This is an optimization exercise on Yosys and OpenROAD, whose aim is small area, not a production implementation. At most, simulation tests tie the RTL to the original design; equivalence was not proved. For run 2, only the layout was checked, not whether the RTL still works. Power figures rest on the tool's default switching activity, not on a simulated workload.

## flow/design.v (module list and top-level ports; edited modules follow where they fit)
// module ahb: 62 lines
// module alu: 122 lines
// module cla32: 25 lines
// module inc_r: 13 lines
// module au: 37 lines
// module mmu: 86 lines
// module exce_chk: 82 lines
// module biu: 381 lines
// module csr: 471 lines
// module int_ctrl: 196 lines
// module ins_dec: 172 lines
// module csr_gpr_iu: 422 lines
// module exu: 148 lines
// module prv332sv0: 307 lines
module prv332sv0(
input wire clk,
input wire rst,
input wire timer_int,
input wire soft_int,
input wire ext_int,
output wire [33:0]haddr,
output wire hwrite,
output wire [1:0]hsize,
output wire [2:0]hburst,
output wire [3:0]hprot,
output wire [1:0]htrans,
output wire hmastlock,
output wire [31:0]hwdata,
input wire hready,
input wire hresp,
input wire hreset_n,
input wire [31:0]hrdata
);
  // ...
==> flow/run.sh <==
#!/bin/bash
# synth_recipe.tcl (not shown) runs the flow's synth.tcl, then flattens the netlist and writes it again
# the make line also repeats each setting of config.mk as NAME=value (left out here)
make -C /OpenROAD-flow-scripts/flow DESIGN_CONFIG=/design/flow/config.mk WORK_HOME=/design/flow/orfs CLKGATE_MAP_FILE= SYNTH_SCRIPT=/design/flow/synth_recipe.tcl finish
==> flow/config.mk <==
export PLATFORM = sky130hd
export DESIGN_NAME = prv332sv0
export DESIGN_NICKNAME = prv332sv0
export VERILOG_FILES = /design/flow/design.v
export SDC_FILE = /design/flow/constraint.sdc
export NUM_CORES = 4
export LEC_CHECK = 0
export CAP_MARGIN = 25
export CORE_MARGIN = 2
export CORE_UTILIZATION = 40
export SLEW_MARGIN = 40
==> flow/constraint.sdc <==
create_clock -name core_clock -period 12.0 [get_ports {clk}]
set_input_delay 2.4000 -clock core_clock [delete_from_list [all_inputs] [get_ports {clk}]]
set_output_delay 2.4000 -clock core_clock [all_outputs]
set_load 0.01 [all_outputs]
==> key figures, run 1 <==
Final layout
  – Logic inverters: 127
  – Antenna fix cells: 12
  – Multi-input logic area: 47,400 um^2
  – Largest reg by FF count: csr_gpr_iu.gpr
  – Reg area: 51,400 um^2
  – Final std cells w/o fill: 14,100

Routing
  – Highest metal used: met5
  – DRT met1 WL: 183 mm
  – Drt wl/cell: 34.6 um
  – DRT Wirelength: 490 mm
  – Met2 wire length: 212 mm

Critical path
  – CP endpoint: csr_gpr_iu.csr.pc[30]
  – CP Launch Type: primary input
  – Most frequent cell on the critical path: ha_1
  – Cell family with the largest share of critical-path delay: adder cells
  – Critical path depth in cells: 46
  – Peak fanout along the critical path: 5
  – CP Class: in2reg

Clock tree
  – CTS Hold Bufs: 0
  – CTS resizes: 0

Yosys
  – Synth top area cells: edfxtp_1 (34%), dfxtp_1 (17%), nand2_1 (7.5%)
  – Mapped Area: 102,000 um^2
  – Post-synth top area cell: edfxtp_1
  – Xor and xnor area share after synthesis: 0.464%

Floorplanning
  – Core box area: 254,000 um^2
  – Tap cells: 3,366
  – Die X: 509 um
  – Rows: 185
  – Die Area: 259,000 um^2

STA
  – Slew Viols, Final: 0
  – Period minus WS final: 11.32 ns
  – Worst slew margin: 32.2%
  – Actual slew at the worst max-slew pin: 0.989 ns
  – Final setup fails: 0
  – Final Cycle Share: 94.3%
  – RSZ-0062 raised after global routing: false

Status
  – Status: complete, no violations

Power
  – Flop pwr share: 33.3%
  – Top power group: combinational logic

Placement
  – Area post-placement: 108,000 um^2
  – Placed cell count: 13,700
  – GP Congestion: 1.03

Global route
  – M3 GR Usage: 8.44%

Worst hold path
  – Hold_sp: csr_gpr_iu.csr.pmpaddr2[25]
==> module ahb, before the edit <==
module ahb(
input clk,
input rst,
output [33:0]haddr,
output hwrite,
output [2:0]hsize,
output [2:0]hburst,
output [3:0]hprot,
output [1:0]htrans,
output hmastlock,
output [31:0]hwdata,
input wire hready,
input wire hresp,
input wire hreset_n,
input wire [31:0]hrdata,
input r32,
input r16,
input r8,
input w32,
input w16,
input w8,
output ahb_acc_fault,
output [31:0]data_out,
output [31:0]data_q,
output rdy_ahb,
input [33:0]addr_in,
input [31:0]data_in
);
reg statu_ahb; 
reg [31:0]data_ahb;
always@(posedge clk)begin
	if(rst)begin
		statu_ahb <= 1'b0;
	end
	else if(statu_ahb==1'b0)begin
		statu_ahb <= (r32|r16|r8|w32|w16|w8)?1'b1 : statu_ahb;
	end
	else if(statu_ahb==1'b1)begin
		statu_ahb <= (hready|hresp)?1'b0:statu_ahb;
	end
end
assign haddr= addr_in;
assign hwrite= (w32|w16|w8)&(!statu_ahb);
assign hsize=
(
	{2{w32|r32}}&2'b10|
	{2{w16|r16}}&2'b01|
	2'b00
);
assign hburst= 3'b000;
assign hprot = 4'b0011;
assign htrans= ((!statu_ahb)&(w32|w16|w8|r32|r16|r8))?2'b10:2'b00;  
assign hmastlock= 1'b0;
assign hwdata = statu_ahb?data_in : 32'b0;
assign ahb_acc_fault = statu_ahb&hresp;
assign rdy_ahb = statu_ahb&hready;
assign data_q = data_ahb;
assign data_out = ({32{statu_ahb&hready}}&hrdata)|data_ahb;
always@(posedge clk)begin
	data_ahb <= (rst)?32'b0:(statu_ahb&hready)?hrdata : data_ahb;
end
endmodule
==> module alu, before the edit <==
module alu(
input clk,
input rst,
input wire [3:0]statu_cpu,
input wire [2:0]opc_biu,
input wire rdy_biu,
input wire addi ,
input wire sltiu,
input wire andi,
input wire ori,
input wire slli,
input wire srli,
input wire srai,
input wire lui,
input wire addp,
input wire subp,
input wire sltup,
input wire andp,
input wire orp,
input wire sllp,
input wire srlp,
input wire srap,
input wire jal,
input wire jalr,
input wire beq,
input wire bne,
input wire blt,
input wire bltu,
input wire bge,
input wire bgeu,
input wire csr_op,
input wire sc_w,
input wire amoswap,
input wire amoadd,
input wire amoxor,
input wire amoand,
input wire amo,
input wire amomax_any,
input wire amomin_any,
input wire [31:0]csr,
input wire [31:0]rs1,
input wire [31:0]rport,
input wire [19:0]imm20,
input wire [11:0]imm12,
input wire [4:0] shamt,
input wire [31:0]data_biu,
input wire [31:0]pc,
input wire [31:0]pc4,
output reg [31:0]data_rd,
output reg [31:0]data_tobiu,
output wire [31:0]sum,
output wire pc_jmp,
output wire rdy_alu
);
parameter if0 = 4'b0000;
parameter ex0 = 4'b0001;
parameter ex1 = 4'b1001;
reg [4:0]shift_counter;
wire [31:0]rs2 = data_tobiu;
wire [31:0]imm32 = {{20{imm12[11]}},imm12};
wire [31:0]ds1 = amo ? data_biu : rs1;
wire branch = beq | bne | blt | bltu | bge | bgeu;
wire [31:0]sub_b = sltiu ? imm32 : rs2;
wire [31:0]diff;
wire nborrow;
cla32 u_sub(.a(ds1), .b(~sub_b), .ci(1'b1), .s(diff), .co(nborrow));
wire lt = !nborrow;
wire eq = (diff == 32'b0);
wire gt = nborrow & !eq;
wire [31:0]add_a = (jal | branch) ? pc : ds1;
wire [31:0]add_b = (addp | amoadd) ? rs2 :
                   (addi | (opc_biu != 3'b000)) ? imm32 :
                   (jalr | branch) ? {imm32[30:0],1'b0} :
                   jal ? {{11{imm20[19]}},imm20,1'b0} : pc;
wire add_co;
cla32 u_add(.a(add_a), .b(add_b), .ci(1'b0), .s(sum), .co(add_co));
wire cmp_out = lt | (ds1[31] & !sub_b[31]);
wire [31:0]amo_cmp_out = ((amomax_any & lt) | (amomin_any & gt)) ? rs2 : data_biu;
wire [31:0]data_out_rd = (lui?{imm20,12'b0}:32'b0)|((jal|jalr)?pc4:32'b0)|
							((addi|addp)?sum:32'b0) | (subp?diff:32'b0)|
							(andi?(rs1&imm32):32'b0) | (andp?(rs1&rs2):32'b0) |
							(ori?(rs1|imm32):32'b0) | (orp?(rs1|rs2):32'b0) |
							(sltiu?{31'b0,cmp_out}:32'b0)|
							(csr_op?csr:32'b0)|
							(amo?data_biu:32'b0);
always@(posedge clk)begin
	if(rst)begin
		data_rd <= 32'b0;
		data_tobiu <= 32'b0;
		shift_counter <= 5'b0;
	end
	else begin
		if((statu_cpu==if0)&rdy_biu)begin
			data_tobiu <= rport;
		end
		if(shift_counter==5'b0)begin
			if(statu_cpu==ex0)begin
				data_rd <= data_out_rd;
				shift_counter <= (slli|srli|srai)?shamt : (sllp|srlp|srap)?rs2[4:0]:5'b0;
			end
			else if(statu_cpu==ex1)begin
				data_tobiu <= (amoswap?rs2:32'b0)|((amoadd|amoand)? sum:32'b0)|(amoxor?(data_biu^rs2):32'b0)|
							  ((amomax_any|amomin_any)?amo_cmp_out:32'b0);
			end
		end
		else begin
			if(slli | sllp)begin
				data_rd <= (data_rd<<1);
				shift_counter <= shift_counter - 5'd1;
			end
			else if(srli|srlp|srai|srap)begin
				data_rd <= (data_rd>>1);
				shift_counter <= shift_counter - 5'd1;
			end
		end
	end
end
assign pc_jmp = beq & eq | bne & !eq | blt & ((rs1[31]&!rs2[31]) | (rs1[31]==rs2[31])&lt) |
	bltu & lt | bge & ((!rs1[31]&rs2[31]) | (rs1[31]==rs2[31])&lt) | bgeu & gt | jal | jalr;
assign rdy_alu = (((slli|srli|srai)&((shamt==5'b0)|(shift_counter==5'd1))) | ((sllp|srlp|srap)&((rs2[4:0]==5'b0)|(shift_counter==5'd1)))|
						!(slli|srli|srai|sllp|srlp|srap))&((statu_cpu==ex0)|(statu_cpu==ex1));
endmodule
==> module au, before the edit <==
module au(
input wire clk,
input wire rst,
input wire [3:0]statu_cpu,
input wire [2:0]opc_biu,
input wire rdy_alu,
input wire csrrw,
input wire csrrs,
input wire csrrc,
input wire csrrwi,
input wire csrrsi,
input wire csrrci,
input wire amo_lrsc,
input wire pc_jmp,
input wire [4:0]rs1_index,
input wire [31:0]rs1,
input wire [31:0]csr,
input wire [31:0]sum,
input wire [31:0]pc4,
output reg [31:0]addr_csr,
output reg [31:0]pc_next
);
parameter ex0 = 4'b0001;
always@(posedge clk)begin
	if(rst)begin
		pc_next <= 32'b0;
		addr_csr <= 32'b0;
	end
	else if((statu_cpu==ex0)&rdy_alu)begin
		pc_next <= pc_jmp ? sum : pc4;
		addr_csr <= amo_lrsc ? rs1 :
		(opc_biu!=3'b000) ? sum :
		csrrw ?  rs1 : csrrs ? (csr | rs1) : csrrc ? (csr | {31'b0,(rs1==32'b0)}):csrrwi? {27'b0,rs1_index} :csrrsi? (csr | {27'b0,rs1_index}):
		csrrci? (csr | {31'b0,(rs1_index==5'b0)}):32'b0;
	end
end
endmodule
==> module biu, before the edit <==
module biu(
input clk,
input rst,
output [33:0]haddr,
output hwrite,
output [1:0]hsize,
output [2:0]hburst,
output [3:0]hprot,
output [1:0]htrans,
output hmastlock,
output [31:0]hwdata,
input wire hready,
input wire hresp,
input wire hreset_n,
input wire [31:0]hrdata,
input wire[2:0]opc,
input wire[3:0]statu_cpu,
output wire [33:0]addr_out,
input wire pmp_chk_fault,
input wire [31:0]satp,
input wire [31:0]addr,
input wire [31:0]pc,
input wire [31:0]biu_data_in,
output reg [31:0]biu_data_out,
input wire [1:0]msu,
output reg [31:0]ins,
output wire [31:0]fetch_data,
output wire rdy_biu,
input wire mxr,
input wire sum,
output wire ins_addr_mis,
output wire ins_acc_fault,
output wire load_addr_mis,
output wire load_acc_fault,
output wire st_addr_mis,
output wire st_acc_fault,
output wire ins_page_fault,
output wire ld_page_fault,
output wire st_page_fault
);
parameter stb		=7'b0000000;
parameter rdy		=7'b0000001;
parameter err		=7'b0000010;
parameter ifnp		=7'b0001000;
parameter ifwp0	=7'b0010000;
parameter ifwp1	=7'b0010001;
parameter ifwp2	=7'b0010010;
parameter ifwp3	=7'b0010011;
parameter ifwp4	=7'b0010100;
parameter r32np	=7'b0011000;
parameter r32wp0	=7'b0100000;
parameter r32wp1	=7'b0100001;
parameter r32wp2	=7'b0100010;
parameter r32wp3	=7'b0100011;
parameter r32wp4	=7'b0100100;
parameter r16np	=7'b0101000;
parameter r16wp0	=7'b0110000;
parameter r16wp1	=7'b0110001;
parameter r16wp2	=7'b0110010;
parameter r16wp3	=7'b0110011;
parameter r16wp4	=7'b0110100;
parameter r8np		=7'b0111000;
parameter r8wp0	=7'b1000000;
parameter r8wp1	=7'b1000001;
parameter r8wp2	=7'b1000010;
parameter r8wp3	=7'b1000011;
parameter r8wp4	=7'b1000100;
parameter w32np	=7'b1001000;
parameter w32wp0	=7'b1010000;
parameter w32wp1	=7'b1010001;
parameter w32wp2	=7'b1010010;
parameter w32wp3	=7'b1010011;
parameter w32wp4	=7'b1010100;
parameter w16np	=7'b1011000;
parameter w16wp0	=7'b1100000;
parameter w16wp1	=7'b1100001;
parameter w16wp2	=7'b1100010;
parameter w16wp3	=7'b1100011;
parameter w16wp4	=7'b1100100;
parameter w8np		=7'b1101000;
parameter w8wp0	=7'b1110000;
parameter w8wp1	=7'b1110001;
parameter w8wp2	=7'b1110010;
parameter w8wp3	=7'b1110011;
parameter w8wp4	=7'b1110100;
parameter opw8 = 3'b001;
parameter opw16= 3'b010;
parameter opw32= 3'b011;
parameter opr8 = 3'b101;
parameter opr16= 3'b110;
parameter opr32= 3'b111;
reg [6:0]statu_biu;
wire [33:0]addr_ahb;
wire [31:0]data_ahb;
wire [31:0]data_ahb_out;
wire rdy_ahb;
wire [31:0]data_dcv;
wire [31:0]data_dcv_out;
wire [33:0]addr_mmu;
wire [31:0]addr_mmu_in;
wire [31:0]data_mmu;
wire [31:0]pte;
wire w32;
wire w16;
wire w8;
wire r32;
wire r16;
wire r8;
wire ahb_acc_fault;	 
wire mmu_ld_page_fault; 
wire mmu_st_page_fault; 
wire page_not_value; 
wire pmp_chk_err;		   
wire addr_mis;			  
always@(posedge clk)begin
		if(rst)begin
			statu_biu <= stb;
		end
		else if(statu_biu==stb)begin
			if((statu_cpu==4'b0000)&(!addr_mis))begin
				statu_biu <= satp[31]?ifwp0:ifnp;
			end
			else if((statu_cpu[2:0]==3'b010)&(opc==3'b001)&(!addr_mis))begin
				statu_biu <= satp[31]?w8wp0 : w8np;
			end
			else if((statu_cpu[2:0]==3'b010)&(opc==3'b010)&(!addr_mis))begin
				statu_biu <= satp[31]?w16wp0 : w16np;
			end
			else if((statu_cpu[2:0]==3'b010)&(opc==3'b011)&(!addr_mis))begin
				statu_biu <= satp[31]?w32wp0 : w32np;
			end
			else if((statu_cpu[2:0]==3'b010)&(opc==3'b101)&(!addr_mis))begin
				statu_biu <= satp[31]?r8wp0 : r8np;
			end
			else if((statu_cpu[2:0]==3'b010)&(opc==3'b110)&(!addr_mis))begin
				statu_biu <= satp[31]?r16wp0 : r16np;
			end
			else if((statu_cpu[2:0]==3'b010)&(opc==3'b111)&(!addr_mis))begin
				statu_biu <= satp[31]?r32wp0 : r32np;
			end
			else begin
				statu_biu <= statu_biu;
			end
		end
		else if(statu_biu==ifnp)begin
				statu_biu <= (ahb_acc_fault|pmp_chk_err|addr_mis) ? stb : rdy_ahb ? rdy : statu_biu;
		end
		else if(statu_biu==ifwp0)begin
				statu_biu <= (ahb_acc_fault|pmp_chk_err|addr_mis) ? stb : rdy_ahb ? ifwp1 : statu_biu;
		end
		else if(statu_biu==ifwp1)begin
				statu_biu <= (ahb_acc_fault|pmp_chk_err|addr_mis|page_not_value) ? stb : (rdy_ahb&(mmu_ld_page_fault|mmu_st_page_fault))?stb : rdy_ahb ? ifwp2 : statu_biu;
		end
		else if(statu_biu==ifwp2)begin
				statu_biu <= (ahb_acc_fault|pmp_chk_err|addr_mis) ? stb : rdy_ahb ? ifwp3 : statu_biu;
		end
		else if(statu_biu==ifwp3)begin
				statu_biu <= (ahb_acc_fault|pmp_chk_err|addr_mis|page_not_value) ? stb : (rdy_ahb&(mmu_ld_page_fault|mmu_st_page_fault))?stb : rdy_ahb ? ifwp4 : statu_biu;
		end
		else if(statu_biu==ifwp4)begin
				statu_biu <= (ahb_acc_fault|pmp_chk_err|addr_mis) ? stb : rdy_ahb ? rdy : statu_biu;
		end
		else if(statu_biu==rdy)begin
				statu_biu <= stb;
		end
		else if(statu_biu==w32np)begin
				statu_biu <= (ahb_acc_fault|pmp_chk_err|addr_mis) ? stb : rdy_ahb ? rdy : statu_biu;
		end
		else if(statu_biu==w32wp0)begin
				statu_biu <= (ahb_acc_fault|pmp_chk_err|addr_mis) ? stb : rdy_ahb ? w32wp1 : statu_biu;
		end
		else if(statu_biu==w32wp1)begin
				statu_biu <= (ahb_acc_fault|pmp_chk_err|addr_mis|page_not_value) ? stb : (rdy_ahb&(mmu_ld_page_fault|mmu_st_page_fault))?stb : rdy_ahb ? w32wp2 : statu_biu;
		end
		else if(statu_biu==w32wp2)begin
				statu_biu <= (ahb_acc_fault|pmp_chk_err|addr_mis) ? stb : rdy_ahb ? w32wp3 : statu_biu;
		end
		else if(statu_biu==w32wp3)begin
				statu_biu <= (ahb_acc_fault|pmp_chk_err|addr_mis|page_not_value) ? stb : (rdy_ahb&(mmu_ld_page_fault|mmu_st_page_fault))?stb : rdy_ahb ? w32wp4 : statu_biu;
		end
		else if(statu_biu==w32wp4)begin
				statu_biu <= (ahb_acc_fault|pmp_chk_err|addr_mis) ? stb : rdy_ahb ? rdy : statu_biu;
		end
		else if(statu_biu==w16np)begin
				statu_biu <= (ahb_acc_fault|pmp_chk_err|addr_mis) ? stb : rdy_ahb ? rdy : statu_biu;
		end
		else if(statu_biu==w16wp0)begin
				statu_biu <= (ahb_acc_fault|pmp_chk_err|addr_mis) ? stb : rdy_ahb ? w16wp1 : statu_biu;
		end
		else if(statu_biu==w16wp1)begin
				statu_biu <= (ahb_acc_fault|pmp_chk_err|addr_mis|page_not_value) ? stb : (rdy_ahb&(mmu_ld_page_fault|mmu_st_page_fault))?stb : rdy_ahb ? w16wp2 : statu_biu;
		end
		else if(statu_biu==w16wp2)begin
				statu_biu <= (ahb_acc_fault|pmp_chk_err|addr_mis) ? stb : rdy_ahb ? w16wp3 : statu_biu;
		end
		else if(statu_biu==w16wp3)begin
				statu_biu <= (ahb_acc_fault|pmp_chk_err|addr_mis|page_not_value) ? stb : (rdy_ahb&(mmu_ld_page_fault|mmu_st_page_fault))?stb : rdy_ahb ? w16wp4 : statu_biu;
		end
		else if(statu_biu==w16wp4)begin
				statu_biu <= (ahb_acc_fault|pmp_chk_err|addr_mis) ? stb : rdy_ahb ? rdy : statu_biu;
		end
		else if(statu_biu==w8np)begin
				statu_biu <= (ahb_acc_fault|pmp_chk_err|addr_mis) ? stb : rdy_ahb ? rdy : statu_biu;
		end
		else if(statu_biu==w8wp0)begin
				statu_biu <= (ahb_acc_fault|pmp_chk_err|addr_mis) ? stb : rdy_ahb ? w8wp1 : statu_biu;
		end
		else if(statu_biu==w8wp1)begin
				statu_biu <= (ahb_acc_fault|pmp_chk_err|addr_mis|page_not_value) ? stb : (rdy_ahb&(mmu_ld_page_fault|mmu_st_page_fault))?stb : rdy_ahb ? w8wp2 : statu_biu;
		end
		else if(statu_biu==w8wp2)begin
				statu_biu <= (ahb_acc_fault|pmp_chk_err|addr_mis) ? stb : rdy_ahb ? w8wp3 : statu_biu;
		end
		else if(statu_biu==w8wp3)begin
				statu_biu <= (ahb_acc_fault|pmp_chk_err|addr_mis|page_not_value) ? stb : (rdy_ahb&(mmu_ld_page_fault|mmu_st_page_fault))?stb : rdy_ahb ? w8wp4 : statu_biu;
		end
		else if(statu_biu==w8wp4)begin
				statu_biu <= (ahb_acc_fault|pmp_chk_err|addr_mis) ? stb : rdy_ahb ? rdy : statu_biu;
		end
		else if(statu_biu==r32np)begin
				statu_biu <= (ahb_acc_fault|pmp_chk_err|addr_mis) ? stb : rdy_ahb ? rdy : statu_biu;
		end
		else if(statu_biu==r32wp0)begin
				statu_biu <= (ahb_acc_fault|pmp_chk_err|addr_mis) ? stb : rdy_ahb ? r32wp1 : statu_biu;
		end
		else if(statu_biu==r32wp1)begin
				statu_biu <= (ahb_acc_fault|pmp_chk_err|addr_mis|page_not_value) ? stb : (rdy_ahb&(mmu_ld_page_fault|mmu_st_page_fault))?stb : rdy_ahb ? r32wp2 : statu_biu;
		end
		else if(statu_biu==r32wp2)begin
				statu_biu <= (ahb_acc_fault|pmp_chk_err|addr_mis) ? stb : rdy_ahb ? r32wp3 : statu_biu;
		end
		else if(statu_biu==r32wp3)begin
				statu_biu <= (ahb_acc_fault|pmp_chk_err|addr_mis|page_not_value) ? stb : (rdy_ahb&(mmu_ld_page_fault|mmu_st_page_fault))?stb : rdy_ahb ? r32wp4 : statu_biu;
		end
		else if(statu_biu==r32wp4)begin
				statu_biu <= (ahb_acc_fault|pmp_chk_err|addr_mis) ? stb : rdy_ahb ? rdy : statu_biu;
		end
		else if(statu_biu==r16np)begin
				statu_biu <= (ahb_acc_fault|pmp_chk_err|addr_mis) ? stb : rdy_ahb ? rdy : statu_biu;
		end
		else if(statu_biu==r16wp0)begin
				statu_biu <= (ahb_acc_fault|pmp_chk_err|addr_mis) ? stb : rdy_ahb ? r16wp1 : statu_biu;
		end
		else if(statu_biu==r16wp1)begin
				statu_biu <= (ahb_acc_fault|pmp_chk_err|addr_mis|page_not_value) ? stb : (rdy_ahb&(mmu_ld_page_fault|mmu_st_page_fault))?stb : rdy_ahb ? r16wp2 : statu_biu;
		end
		else if(statu_biu==r16wp2)begin
				statu_biu <= (ahb_acc_fault|pmp_chk_err|addr_mis) ? stb : rdy_ahb ? r16wp3 : statu_biu;
		end
		else if(statu_biu==r16wp3)begin
				statu_biu <= (ahb_acc_fault|pmp_chk_err|addr_mis|page_not_value) ? stb : (rdy_ahb&(mmu_ld_page_fault|mmu_st_page_fault))?stb : rdy_ahb ? r16wp4 : statu_biu;
		end
		else if(statu_biu==r16wp4)begin
				statu_biu <= (ahb_acc_fault|pmp_chk_err|addr_mis) ? stb : rdy_ahb ? rdy : statu_biu;
		end
		else if(statu_biu==r8np)begin
				statu_biu <= (ahb_acc_fault|pmp_chk_err|addr_mis) ? stb : rdy_ahb ? rdy : statu_biu;
		end
		else if(statu_biu==r8wp0)begin
				statu_biu <= (ahb_acc_fault|pmp_chk_err|addr_mis) ? stb : rdy_ahb ? r8wp1 : statu_biu;
		end
		else if(statu_biu==r8wp1)begin
				statu_biu <= (ahb_acc_fault|pmp_chk_err|addr_mis|page_not_value) ? stb : (rdy_ahb&(mmu_ld_page_fault|mmu_st_page_fault))?stb : rdy_ahb ? r8wp2 : statu_biu;
		end
		else if(statu_biu==r8wp2)begin
				statu_biu <= (ahb_acc_fault|pmp_chk_err|addr_mis) ? stb : rdy_ahb ? r8wp3 : statu_biu;
		end
		else if(statu_biu==r8wp3)begin
				statu_biu <= (ahb_acc_fault|pmp_chk_err|addr_mis|page_not_value) ? stb : (rdy_ahb&(mmu_ld_page_fault|mmu_st_page_fault))?stb : rdy_ahb ? r8wp4 : statu_biu;
		end
		else if(statu_biu==r8wp4)begin
				statu_biu <= (ahb_acc_fault|pmp_chk_err|addr_mis) ? stb : rdy_ahb ? rdy : statu_biu;
		end	
end
assign pmp_chk_err = pmp_chk_fault;
assign addr_mmu_in = ((statu_biu==ifnp)|(statu_biu==ifwp0)|(statu_biu==ifwp1)|(statu_biu==ifwp1)|(statu_biu==ifwp2)|(statu_biu==ifwp3)|(statu_biu==ifwp4))?pc:addr;
assign addr_ahb = (statu_biu==ifnp)?{2'b0,pc}:((statu_biu==w32np)|(statu_biu==w16np)|(statu_biu==w8np)|(statu_biu==r32np)|(statu_biu==r16np)|(statu_biu==r8np)|(statu_biu==rdy))?{2'b0,addr}:addr_mmu;
assign data_ahb = ((statu_biu==ifwp1)|(statu_biu==ifwp3)|(statu_biu==w32wp1)|(statu_biu==w32wp3)|
						(statu_biu==w16wp1)|(statu_biu==w16wp3)|(statu_biu==w8wp1) |(statu_biu==w8wp3)|
						(statu_biu==r32wp1)|(statu_biu==r32wp3)|(statu_biu==r16wp1)|(statu_biu==r16wp3)|
						(statu_biu==r16wp1)|(statu_biu==r8wp3)| 
						(statu_biu==w32np)|(statu_biu==w32wp4)| 
						(((statu_biu==w16np)|(statu_biu==w16wp4)|(statu_biu==w8np)|(statu_biu==w8wp4))&(addr_ahb[1:0]==2'b00))) ? data_dcv: 
						(((statu_biu==w16np)|(statu_biu==w16wp4)|(statu_biu==w8np)|(statu_biu==w8wp4))&(addr_ahb[1:0]==2'b01))?{8'b0,data_dcv[15:0],8'b0}:
						(((statu_biu==w16np)|(statu_biu==w16wp4)|(statu_biu==w8np)|(statu_biu==w8wp4))&(addr_ahb[1:0]==2'b10))?{data_dcv[15:0],16'b0}:
						(((statu_biu==w8np)|(statu_biu==w8wp4))&(addr_ahb[1:0]==2'b11))?{data_dcv[7:0],24'b0}:data_dcv;
assign data_dcv = ((statu_biu==ifwp1)|(statu_biu==ifwp3)|(statu_biu==w32wp1)|(statu_biu==w32wp3)|
						 (statu_biu==w16wp1)|(statu_biu==w16wp3)|(statu_biu==w8wp1)|
						 (statu_biu==w8wp3)|(statu_biu==r32wp1)|(statu_biu==r32wp3)|
						 (statu_biu==r16wp1)|(statu_biu==r16wp3)|(statu_biu==r8wp1)|(statu_biu==r8wp3))?pte:biu_data_in;
assign addr_mis =  ((statu_cpu[2:0]==3'b010)&(((opc[1:0]==2'b11)&(addr[1:0]!=2'b00))|((opc[1:0]==2'b10)&(addr[1:0]==2'b11))))|	
						 (statu_cpu==4'b0000)&(pc[1:0]!=2'b00);
assign data_mmu=data_ahb_out;
assign data_dcv_out = (((opc==opr16)|(opc==opr8))&(addr_ahb[1:0]==2'b00)) ? data_ahb_out: 
						(((opc==opr16))&(addr_ahb[1:0]==2'b01))?{16'b0,data_ahb_out[23:8]}:
						(((opc==opr16))&(addr_ahb[1:0]==2'b10))?{16'b0,data_ahb_out[31:16]}:
						((opc==opr8)&(addr_ahb[1:0]==2'b01))?{24'b0,data_ahb_out[15:8]}:
						((opc==opr8)&(addr_ahb[1:0]==2'b10))?{24'b0,data_ahb_out[23:16]}:
						(((opc==opr8))&(addr_ahb[1:0]==2'b11))?{24'b0,data_ahb_out[31:24]}:data_ahb_out;
assign addr_out = addr_ahb;
assign w32 = (!pmp_chk_fault&!page_not_value&!addr_mis)&((statu_biu==ifwp1)|(statu_biu==ifwp3)|(statu_biu==w32np)|(statu_biu==w32wp1)|(statu_biu==w32wp3)|(statu_biu==w32wp4)|
				 (statu_biu==w16wp1)|(statu_biu==w16wp3)|(statu_biu==w8wp1)|(statu_biu==w8wp3)|(statu_biu==r32wp1)|
				 (statu_biu==r32wp3)|(statu_biu==r16wp1)|(statu_biu==r16wp3)|(statu_biu==r8wp1)|(statu_biu==r8wp3));
assign w16 = (!pmp_chk_fault&!page_not_value&!addr_mis)&((statu_biu==w16np)|(statu_biu==w16wp4));
assign w8  = (!pmp_chk_fault&!page_not_value&!addr_mis)&((statu_biu==w8np)|(statu_biu==w8wp4));
assign r32 = (!pmp_chk_fault&!page_not_value&!addr_mis)&((statu_biu==ifnp)|(statu_biu==ifwp0)|(statu_biu==ifwp2)|(statu_biu==ifwp4)|(statu_biu==w32wp0)|(statu_biu==w32wp2)|(statu_biu==w16wp0)|(statu_biu==w16wp2)|
	     (statu_biu==w8wp0)|(statu_biu==w8wp2)|(statu_biu==r8wp0)|(statu_biu==r8wp2)|(statu_biu==r16wp0)|(statu_biu==r16wp2)|(statu_biu==r32wp0)|(statu_biu==r32wp2)|
		(statu_biu==r32np)|(statu_biu==r32wp4));
assign r16 = (!pmp_chk_fault&!page_not_value&!addr_mis)&((statu_biu==r16np)|(statu_biu==r16wp4));
assign r8  = (!pmp_chk_fault&!page_not_value&!addr_mis)&((statu_biu==r8np)|(statu_biu==r8wp4));
assign rdy_biu=(statu_biu==rdy);
always@(posedge clk)begin
		biu_data_out <= rst?32'b0:((statu_cpu[1:0]==2'b10)&(statu_biu==rdy))?data_dcv_out:biu_data_out;
		ins			 <= rst?32'b0:((statu_cpu==4'b0000)&(statu_biu==rdy))?data_ahb_out:ins;
end
mmu mmu(
.clk (clk),
.rst (rst),
.statu_biu (statu_biu),
.data_in (data_mmu),
.addr (addr_mmu_in),
.satp (satp),
.addr_mmu (addr_mmu),
.pte_new (pte),
.mxr(mxr),
.sum(sum),
.msu(msu),
.ld_page_fault(mmu_ld_page_fault),
.st_page_fault(mmu_st_page_fault),
.page_not_value(page_not_value)
);
ahb ahb(
.clk(clk),
.rst(rst),
.haddr(haddr),
.hwrite(hwrite),
.hsize(hsize),
.hburst(hburst),
.hprot(hprot),
.htrans(htrans),
.hmastlock(hmastlock),
.hwdata(hwdata),
.hready(hready),
.hresp(hresp),
.hreset_n(hreset_n),
.hrdata(hrdata),
.r32(r32),
.r16(r16),
.r8(r8),
.w32(w32),
.w16(w16),
.w8(w8),
.ahb_acc_fault(ahb_acc_fault),
.data_out(data_ahb_out),
.data_q(fetch_data),
.rdy_ahb(rdy_ahb),
.addr_in(addr_ahb),
.data_in(data_ahb)
);
exce_chk exce_chk(
.statu_biu(statu_biu),
.statu_cpu(statu_cpu),
.opc(opc),
.rdy_ahb(rdy_ahb),
.pmp_chk_fault(pmp_chk_fault),
.ahb_acc_fault(ahb_acc_fault),
.addr_mis(addr_mis),
.page_not_value(page_not_value),
.mmu_ld_page_fault(mmu_ld_page_fault),
.mmu_st_page_fault(mmu_st_page_fault),
.ins_addr_mis(ins_addr_mis),
.ins_acc_fault(ins_acc_fault),
.load_addr_mis(load_addr_mis),
.load_acc_fault(load_acc_fault),
.st_addr_mis(st_addr_mis),
.st_acc_fault(st_acc_fault),
.ins_page_fault(ins_page_fault),
.ld_page_fault(ld_page_fault),
.st_page_fault(st_page_fault)
);
endmodule
==> module csr_gpr_iu, before the edit <==
module csr_gpr_iu(
input wire clk,
input wire rst,
input wire timer_int,
input wire soft_int,
input wire ext_int,
input wire rdy_exu,
input wire rdy_biu,
output wire sum,
output wire mxr,
output wire [31:0]satp,
input wire [33:0]pmp_addr,
output wire pmp_chk_fault,
input wire ins_addr_mis_in,
input wire ins_acc_fault_in,
input wire load_addr_mis_in,
input wire load_acc_fault_in,
input wire st_addr_mis_in,
input wire st_acc_fault_in,
input wire ins_page_fault_in,
input wire ld_page_fault_in,
input wire st_page_fault_in,
input wire [31:0]ins,
input wire [31:0]addr_biu,
output reg [3:0] statu_cpu,
output wire [1:0]msu,
output wire [31:0]pc,
output wire addi ,
output wire slti,
output wire sltiu,
output wire andi,
output wire ori,
output wire xori,
output wire slli,
output wire srli,
output wire srai,
output wire lui,
output wire auipc,
output wire addp,
output wire subp,
output wire sltp,
output wire sltup,
output wire andp,
output wire orp,
output wire xorp,
output wire sllp,
output wire srlp,
output wire srap,
output wire jal,
output wire jalr,
output wire beq,
output wire bne,
output wire blt,
output wire bltu,
output wire bge,
output wire bgeu,
output wire lb,
output wire lh,
output wire csrrw,
output wire csrrs,
output wire csrrc,
output wire csrrwi,
output wire csrrsi,
output wire csrrci,
output wire lr_w,
output wire sc_w,
output wire amoswap,
output wire amoadd,
output wire amoxor,
output wire amoand,
output wire amoor,
output wire amomin,
output wire amomax,
output wire amominu,
output wire amomaxu,
output wire [4:0]rs1_index,
output wire [31:0]rs1,
input wire [31:0]fetch_data,
output wire [31:0]pc4,
output wire [31:0]csr_out,
output wire [19:0]imm20,
output wire [11:0]imm12,
output wire [4:0] shamt,
input wire [31:0]csr_in,
input wire [31:0]data_gpr,
input wire [31:0]pc_next,
output wire [2:0]opc_biu
);
parameter if0 = 4'b0000;
parameter ex0 = 4'b0001;
parameter mem0= 4'b0010;
parameter mem1=4'b1010;
parameter ex1 = 4'b1001;
parameter wb = 4'b0011;
parameter exc = 4'b1111;
parameter m = 2'b11;
parameter h = 2'b10; 
parameter s = 2'b01;
parameter u = 2'b00;
parameter if_ex_mem_wb=4'b0001;
parameter if_ex_wb	 =4'b0010;
parameter if_ex_mem_ex_mem_wb=4'b0011;
wire [3:0]ins_flow;
wire ill_ins;
wire ecall;
wire ebreak;
wire fence;
wire csr_wr;
wire gpr_wr;
wire int_acc;
wire ret;
wire stip;
wire ssip;
wire seip;
wire sie;
wire mie;
wire mtie;
wire msie;
wire meie;
wire stie;
wire ssie;
wire seie;
wire [31:0]mideleg;
wire [31:0]medeleg;
wire msip;
wire mtip;
wire meip;
wire mtip_tocsr;
wire mtip_wr;
wire meip_tocsr;
wire meip_wr;
wire msip_tocsr;
wire msip_wr;
wire stip_tocsr;
wire stip_wr;
wire seip_tocsr;
wire seip_wr;
wire ssip_tocsr;
wire ssip_wr;
wire [1:0]priv_d; 
wire [31:0]cause;  
wire [31:0]tval;	  
wire [11:0]csr_index;
wire [4:0]rs2_index;
wire [4:0]rd_index;
wire tvm;
wire tsr;
wire ins_addr_mis;
wire ins_acc_fault;
wire load_addr_mis;
wire load_acc_fault;
wire st_addr_mis;
wire st_acc_fault;
wire ins_page_fault;
wire ld_page_fault;
wire st_page_fault;
reg [31:0] gpr [31:1];
reg ins_addr_mis_reg;
reg ins_acc_fault_reg;
reg load_addr_mis_reg;
reg load_acc_fault_reg;
reg st_addr_mis_reg;
reg st_acc_fault_reg;
reg ins_page_fault_reg;
reg ld_page_fault_reg;
reg st_page_fault_reg;
always@(posedge clk)begin
	if(rst)begin
		ins_addr_mis_reg 	<= 1'b0;
		ins_acc_fault_reg	<= 1'b0;
		load_addr_mis_reg <= 1'b0;
		load_acc_fault_reg<= 1'b0;
		st_addr_mis_reg	<= 1'b0;
		st_acc_fault_reg	<= 1'b0;
		ins_page_fault_reg<= 1'b0;
		ld_page_fault_reg	<= 1'b0;
		st_page_fault_reg	<= 1'b0;
	end
	else begin
		ins_addr_mis_reg 	<= ins_addr_mis_in;
		ins_acc_fault_reg	<= ins_acc_fault_in;
		load_addr_mis_reg <= load_addr_mis_in;
		load_acc_fault_reg<= load_acc_fault_in;
		st_addr_mis_reg	<= st_addr_mis_in;
		st_acc_fault_reg	<= st_acc_fault_in;
		ins_page_fault_reg<= ins_page_fault_in;
		ld_page_fault_reg	<= ld_page_fault_in;
		st_page_fault_reg	<= st_page_fault_in;	
	end
end
assign ins_addr_mis	=ins_addr_mis_reg  | ins_addr_mis_in;
assign ins_acc_fault =ins_acc_fault_reg | ins_acc_fault_in;
assign load_addr_mis =load_addr_mis_reg | load_addr_mis_in;
assign load_acc_fault=load_acc_fault_reg| load_acc_fault_in;
assign st_addr_mis   =st_addr_mis_reg	 | st_addr_mis_in;
assign st_acc_fault	=st_acc_fault_reg	 | st_acc_fault_in;
assign ins_page_fault=ins_page_fault_reg| ins_page_fault_in;
assign ld_page_fault =ld_page_fault_reg | ld_page_fault_in;
assign st_page_fault =st_page_fault_reg | st_page_fault_in;
always@(posedge clk)begin
	if(rst)begin
		statu_cpu <= if0;
	end
	else if(statu_cpu==if0)begin
		statu_cpu <=  (ins_addr_mis | ins_acc_fault | load_addr_mis | load_acc_fault|st_addr_mis |
		st_acc_fault | ins_page_fault | ld_page_fault | st_page_fault )?exc : rdy_biu?ex0 : statu_cpu;
	end
	else if(statu_cpu==ex0)begin
		statu_cpu <= (ill_ins|ecall|ebreak)?exc:(rdy_exu&(ins_flow==if_ex_mem_wb))?mem0:(rdy_exu&(ins_flow==if_ex_wb))?wb:
							(rdy_exu&(ins_flow==if_ex_mem_ex_mem_wb))?mem1:statu_cpu;
	end
	else if(statu_cpu==mem0)begin
		statu_cpu <= (ins_addr_mis | ins_acc_fault | load_addr_mis | load_acc_fault|st_addr_mis |
		st_acc_fault | ins_page_fault | ld_page_fault | st_page_fault )?exc : rdy_biu?wb : statu_cpu;
	end
	else if(statu_cpu==mem1)begin
		statu_cpu <= (ins_addr_mis | ins_acc_fault | load_addr_mis | load_acc_fault|st_addr_mis |
		st_acc_fault | ins_page_fault | ld_page_fault | st_page_fault )?exc : rdy_biu?ex1 : statu_cpu;
	end
	else if(statu_cpu==ex1)begin
		statu_cpu <= rdy_exu ? mem0 : statu_cpu;
	end
	else if(statu_cpu==wb)begin
		statu_cpu <= int_acc? exc : if0;
	end
	else if(statu_cpu==exc)begin
		statu_cpu <= if0;
	end
end
always@(posedge clk)begin
	if((statu_cpu==wb)&gpr_wr)begin
		if(rd_index==5'b0)begin
		end
		else begin
		gpr[rd_index] <= data_gpr;
		end
	end
	else begin
	end
end
ins_dec ins_dec(
.ins(ins),
.statu_cpu(statu_cpu),
.msu(msu),					
.tsr(tsr),
.tvm(tvm),
.opc_biu(opc_biu),
.addi(addi) ,
.slti(slti),
.sltiu(sltiu),
.andi(andi),
.ori(ori),
.xori(xori),
.slli(slli),
.srli(srli),
.srai(srai),
.lui(lui),
.auipc(auipc),
.addp(addp),
.subp(subp),
.sltp(sltp),
.sltup(sltup),
.andp(andp),
.orp(orp),
.xorp(xorp),
.sllp(sllp),
.srlp(srlp),
.srap(srap),
.jal(jal),
.jalr(jalr),
.beq(beq),
.bne(bne),
.blt(blt),
.bltu(bltu),
.bge(bge),
.bgeu(bgeu),
.lb(lb),
.lh(lh),
.csrrw(csrrw),
.csrrs(csrrs),
.csrrc(csrrc),
.csrrwi(csrrwi),
.csrrsi(csrrsi),
.csrrci(csrrci),
.lr_w(lr_w),
.sc_w(sc_w),
.amoswap(amoswap),
.amoadd(amoadd),
.amoxor(amoxor),
.amoand(amoand),
.amoor(amoor),
.amomin(amomin),
.amomax(amomax),
.amominu(amominu),
.amomaxu(amomaxu),
.csr_wr(csr_wr),
.gpr_wr(gpr_wr),
.ebreak(ebreak),
.ecall(ecall),
.fence(fence),
.ret(ret),
.rs1_index(rs1_index),
.rs2_index(rs2_index),
.rd_index(rd_index),
.csr_index(csr_index),
.imm20(imm20),
.imm12(imm12),
.shamt(shamt),
.ins_flow(ins_flow),				
.ill_ins(ill_ins)					   
);
int_ctrl int_ctrl(
.clk(clk),
.rst(rst),
.statu_cpu(statu_cpu),
.msu(msu),
.pc(pc),
.timer_int_in(timer_int),
.soft_int_in(soft_int),
.ext_int_in(ext_int),
.mideleg(mideleg),
.medeleg(medeleg),
.csr_in(csr_in),
.csr_index(csr_index),
.csr_wr(csr_wr),
.sie(sie),
.mie(mie),
.mtie(mtie),
.msie(msie),
.meie(meie),
.stie(stie),
.ssie(ssie),
.seie(seie),
.stip_in(stip),
.ssip_in(ssip),
.seip_in(seip),
.ecall(ecall),
.ebreak(ebreak),
.ill_ins(ill_ins),
.ins(ins),
.int_acc(int_acc),
.ins_addr_mis(ins_addr_mis),
.ins_acc_fault(ins_acc_fault),
.load_addr_mis(load_addr_mis),
.load_acc_fault(load_acc_fault),
.st_addr_mis(st_addr_mis),
.st_acc_fault(st_acc_fault),
.ins_page_fault(ins_page_fault),
.ld_page_fault(ld_page_fault),
.st_page_fault(st_page_fault),
.addr_biu(addr_biu),
.mtip(mtip_tocsr),
.mtip_wr(mtip_wr),
.meip(meip_tocsr),
.meip_wr(meip_wr),
.msip(msip_tocsr),
.msip_wr(msip_wr),
.stip(stip_tocsr),
.stip_wr(stip_wr),
.seip(seip_tocsr),
.seip_wr(seip_wr),
.ssip(ssip_tocsr),
.ssip_wr(ssip_wr),
.priv_d(priv_d), 
.cause(cause),  
.tval(tval)	  
);
csr csr(
.clk(clk),
.rst(rst),
.statu_cpu(statu_cpu),
.pc(pc),
.msu(msu),		
.pmp_addr(pmp_addr),
.pmp_chk_fault(pmp_chk_fault),
.csr_out(csr_out),
.pc4(pc4),
.mxr(mxr),
.sum(sum),
.mie_out(mie),
.sie_out(sie),
.mideleg_out(mideleg),
.medeleg_out(medeleg),
.meie_out(meie),
.seie_out(seie),
.mtie_out(mtie),
.stie_out(stie),
.msie_out(msie),
.ssie_out(ssie),
.ssip_out(ssip),
.msip_out(msip),
.stip_out(stip),
.mtip_out(mtip),
.seip_out(seip),
.meip_out(meip),
.priv_d(priv_d),		
.cause(cause),		
.tval(tval),		
.tsr_out(tsr),
.tvm_out(tvm),
.satp_out(satp),
.csr_in(csr_in),
.csr_index(csr_index), 
.pc_next(pc_next),
.csr_wr(csr_wr),				 
.mtip_in(mtip_tocsr),
.mtip_wr(mtip_wr),
.meip_in(meip_tocsr),
.meip_wr(meip_wr),
.msip_in(msip_tocsr),
.msip_wr(msip_wr),
.stip_in(stip_tocsr),
.stip_wr(stip_wr),
.seip_in(seip_tocsr),
.seip_wr(seip_wr),
.ssip_in(ssip_tocsr),
.ssip_wr(ssip_wr),
.ret(ret)						
);
wire [4:0]rport_index = rdy_biu ? fetch_data[24:20] : rs1_index;
assign rs1 = (rport_index==5'b0)?32'b0 : gpr[rport_index];
endmodule
==> inputs of run 2 (changes only) <==
--- a/flow/design.v
+++ b/flow/design.v
@@ -59,3 +59,3 @@
 always@(posedge clk)begin
-	data_ahb <= (rst)?32'b0:(statu_ahb&hready)?hrdata : data_ahb;
+	if(rst|(statu_ahb&hready)) data_ahb <= hrdata & {32{!rst}};
 end
@@ -148,31 +148,30 @@
 always@(posedge clk)begin
-	if(rst)begin
-		data_rd <= 32'b0;
-		data_tobiu <= 32'b0;
+	if(rst)
 		shift_counter <= 5'b0;
+	else if(shift_counter==5'b0)begin
+		if(statu_cpu==ex0)
+			shift_counter <= (slli|srli|srai)?shamt : (sllp|srlp|srap)?rs2[4:0]:5'b0;
 	end
-	else begin
-		if((statu_cpu==if0)&rdy_biu)begin
-			data_tobiu <= rport;
-		end
+	else if(slli|sllp|srli|srlp|srai|srap)
+		shift_counter <= shift_counter - 5'd1;
+end
+always@(posedge clk)begin
+	if(!rst)begin
 		if(shift_counter==5'b0)begin
-			if(statu_cpu==ex0)begin
+			if(statu_cpu==ex0)
 				data_rd <= data_out_rd;
-				shift_counter <= (slli|srli|srai)?shamt : (sllp|srlp|srap)?rs2[4:0]:5'b0;
-			end
-			else if(statu_cpu==ex1)begin
-				data_tobiu <= (amoswap?rs2:32'b0)|((amoadd|amoand)? sum:32'b0)|(amoxor?(data_biu^rs2):32'b0)|
-							  ((amomax_any|amomin_any)?amo_cmp_out:32'b0);
-			end
-		end
-		else begin
-			if(slli | sllp)begin
-				data_rd <= (data_rd<<1);
-				shift_counter <= shift_counter - 5'd1;
-			end
-			else if(srli|srlp|srai|srap)begin
-				data_rd <= (data_rd>>1);
-				shift_counter <= shift_counter - 5'd1;
-			end
 		end
+		else if(slli | sllp)
+			data_rd <= (data_rd<<1);
+		else if(srli|srlp|srai|srap)
+			data_rd <= (data_rd>>1);
+	end
+end
+always@(posedge clk)begin
+	if(!rst)begin
+		if((statu_cpu==if0)&rdy_biu)
+			data_tobiu <= rport;
+		else if((shift_counter==5'b0)&(statu_cpu==ex1))
+			data_tobiu <= (amoswap?rs2:32'b0)|((amoadd|amoand)? sum:32'b0)|(amoxor?(data_biu^rs2):32'b0)|
+						  ((amomax_any|amomin_any)?amo_cmp_out:32'b0);
 	end
@@ -242,3 +241,3 @@
 output reg [31:0]addr_csr,
-output reg [31:0]pc_next
+output wire [31:0]pc_next
 );
@@ -246,8 +245,3 @@
 always@(posedge clk)begin
-	if(rst)begin
-		pc_next <= 32'b0;
-		addr_csr <= 32'b0;
-	end
-	else if((statu_cpu==ex0)&rdy_alu)begin
-		pc_next <= pc_jmp ? sum : pc4;
+	if((!rst)&(statu_cpu==ex0)&rdy_alu)begin
 		addr_csr <= amo_lrsc ? rs1 :
@@ -258,2 +252,3 @@
 end
+assign pc_next = pc_jmp ? sum : pc4;
 endmodule
@@ -739,4 +734,4 @@
 always@(posedge clk)begin
-		biu_data_out <= rst?32'b0:((statu_cpu[1:0]==2'b10)&(statu_biu==rdy))?data_dcv_out:biu_data_out;
-		ins			 <= rst?32'b0:((statu_cpu==4'b0000)&(statu_biu==rdy))?data_ahb_out:ins;
+		if(rst|((statu_cpu[1:0]==2'b10)&(statu_biu==rdy))) biu_data_out <= data_dcv_out & {32{!rst}};
+		if(rst|((statu_cpu==4'b0000)&(statu_biu==rdy))) ins <= data_ahb_out & {32{!rst}};
 end
@@ -2067,3 +2062,10 @@
 wire [4:0]rport_index = rdy_biu ? fetch_data[24:20] : rs1_index;
-assign rs1 = (rport_index==5'b0)?32'b0 : gpr[rport_index];
+reg [31:0]rport_val;
+integer ri;
+always@(*)begin
+	rport_val = 32'b0;
+	for(ri=1;ri<32;ri=ri+1)
+		rport_val = rport_val | ({32{rport_index==ri}} & gpr[ri]);
+end
+assign rs1 = rport_val;
 endmodule
--- a/flow/config.mk
+++ b/flow/config.mk
@@ -9,3 +9,5 @@
 export CORE_MARGIN = 2
-export CORE_UTILIZATION = 40
+export CORE_UTILIZATION = 65
+export CTS_BUF_LIST = sky130_fd_sc_hd__clkbuf_4 sky130_fd_sc_hd__clkbuf_8
+export CTS_CLUSTER_SIZE = 20
 export SLEW_MARGIN = 40
==> run 2 against run 1 <==
  * Synthesized area fell by 3.7%
  * The run now fails in 5_1_grt
  * Synthesized cell count fell by 8.9%
==> key figures, run 2 <==
Status
  – Status: did not finish (was complete, no violations)
  – Last stage: 5_1_grt
  – Error message: [ERROR GRT-0232] Routing congestion too high. Check the congestion heatmap in the GUI.

Clock tree
  – CTS Hold Bufs: 0 (unchanged)
  – H-Tree Depth: 5 (was 4)
  – Total CTS buffers: 326 (was 215)
  – Clk sinks: 1,965 (was 1,997)
  – CTS Buffer Depth: 4 (was 3)
  – Post-CTS Setup Repair Bufs: 0 (unchanged)
  – CTS resizes: 0 (unchanged)
  – Root Buffer: clkbuf_8 (was clkbuf_16)

Floorplanning
  – Die X: 393 um (was 509 um)
  – Top Ports: 119 (unchanged)
  – Rows: 142 (was 185)
  – Die H: 393 um (was 509 um)
  – Initial Utilization: 65.5% (was 40.2%)

Global route
  – GRT Util Overall: 77.5%
  – Pin count of the biggest net entering global routing: 205
  – Initial antenna violation count: 86
  – Congestion Overflow GR: 96

STA
  – Worst EP Category: register data pin
  – Worst setup endpoint GRT: csr_gpr_iu.csr.pc[9]$_SDFFE_PP0P_/D

Yosys
  – Post-Synth Simple-Gate Area: 14.7% (was 15.4%)
  – Register bit total from synthesis: 1,965 (was 1,997)
  – Gate Count Post-Synth: 9,760 (was 10,700)
  – Fraction of registers with async set/reset: 0% (unchanged)
  – Distinct cell type count after synthesis: 107 (was 113)
  – Post-synth top area share: 40.8% (was 33.6%)
  – Synth Area per Inst: 10.1 um^2 (was 9.52 um^2)
  – Synth Area in Compound Gates: 20.3% (was 20.4%)
  – Ys Warns: 9 (unchanged)
  – Post-synth top area cell: edfxtp_1 (unchanged)
  – Xor and xnor area share after synthesis: 0.480% (was 0.464%)
  – Mux cell area share after synthesis: 3.25% (was 5.43%)
  – Post-synth top flop: edfxtp_1 (unchanged)
  – Register area share after synthesis: 53.7% (was 50.4%)
  – Post-synth EDFFs: 1,334 (was 1,142)
  – Adder-cell area share of the yosys netlist: 3.72% (was 3.58%)
  – Main combinational cell family by area after synthesis: compound AO/OA/AOI/OAI gates (unchanged)
  – Synth top area cells: edfxtp_1 (41%), dfxtp_1 (13%), nand2_1 (5.7%) (was edfxtp_1 (34%), dfxtp_1 (17%), nand2_1 (7.5%))
  – Count leader, synth: nand2_1 (unchanged)
  – List of most frequent post-synthesis cells: nand2_1 (1,483), edfxtp_1 (1,334), nor2_1 (908) (was nand2_1 (2,030), edfxtp_1 (1,142), a21oi_1 (1,016))
  – Mapped Area: 98,200 um^2 (was 102,000 um^2)

Placement
  – Placed cell count: 11,500 (was 13,700)
  – GP Congestion: 1.12 (was 1.03)
  – Area post-placement: 103,000 um^2 (was 108,000 um^2)
  – PortBufs: 108 (unchanged)
  – Place WS: -0.0284 ns (was -0.0568 ns)
  – DP HPWL: 326 mm (was 335 mm)
run 2: worst max path at each step:
stage / startpoint / end / slack [ns] / cells after the start
2_1_floorplan: hrdata[4] / csr_gpr_iu.csr.pc[31] / 1.48 / 39
3_3_place_gp: hready / csr_gpr_iu.csr.pc[31] / -0.03 / 46
3_5_place_dp: hready / csr_gpr_iu.csr.pc[31] / -0.03 / 46
4_1_cts: hready / csr_gpr_iu.csr.pc[31] / 0.94 / 46
run 2: power groups by stage:
stage | combinational, mW | sequential, mW | clock [mW]
4_1_cts | 4.20 | 7.61 | 6.15
3_5_place_dp | 4.15 | 7.76 | 0
3_3_place_gp | 4.06 | 7.75 | 0
2_1_floorplan | 2.23 | 7.64 | 0
run 2: per-layer routing:
| metal | global-route usage [%] | overflow |
|---|---|---|
| met2 | 89.8 | 46 |
| met4 | 74.1 | 39 |
| met5 | 42.7 | 1 |
| met3 | 65.2 | 9 |
| met1 | 79.5 | 1 |
run 2: logic make-up after synthesis:
| kind of cell | after synthesis |
|---|---|
| mux | 307 |
| buf+inv | 972 |
| fa+ha+maj | 263 |
| simple gates | 3269 |
| flops | 1965 |
| other cells | 2 |
| compound gates | 2929 |
| xor+xnor | 53 |

[what the ideal ports hide]
How much do the figures lean on ideal ports? The routed layout below was timed once more, with nothing changed but the port constraints. Step 1, drivers: a clkbuf_16 drives clk and a buf_2 each remaining input, both assumed. Step 2 times the ports against the registers' clock, not the clock port: input delays grow and output delays shrink by t, the midpoint of the rising clock arrivals with the driver on. a / b / c = no drivers / after step 1 / after step 2; a / b = the first two.
run: run 1
t, ns: 0.987
setup slack, ns: 0.680 / 0.743 / -0.245
worst hold slack (ns): 0.451 / 0.451 / 0.451
worst slew at a driven data input, ns: 0.06
Met with ideal ports but missed after step 2: setup timing in run 1. The setup slack of run 1 moves by +0.063 ns with the drivers and by -0.925 ns with both steps.
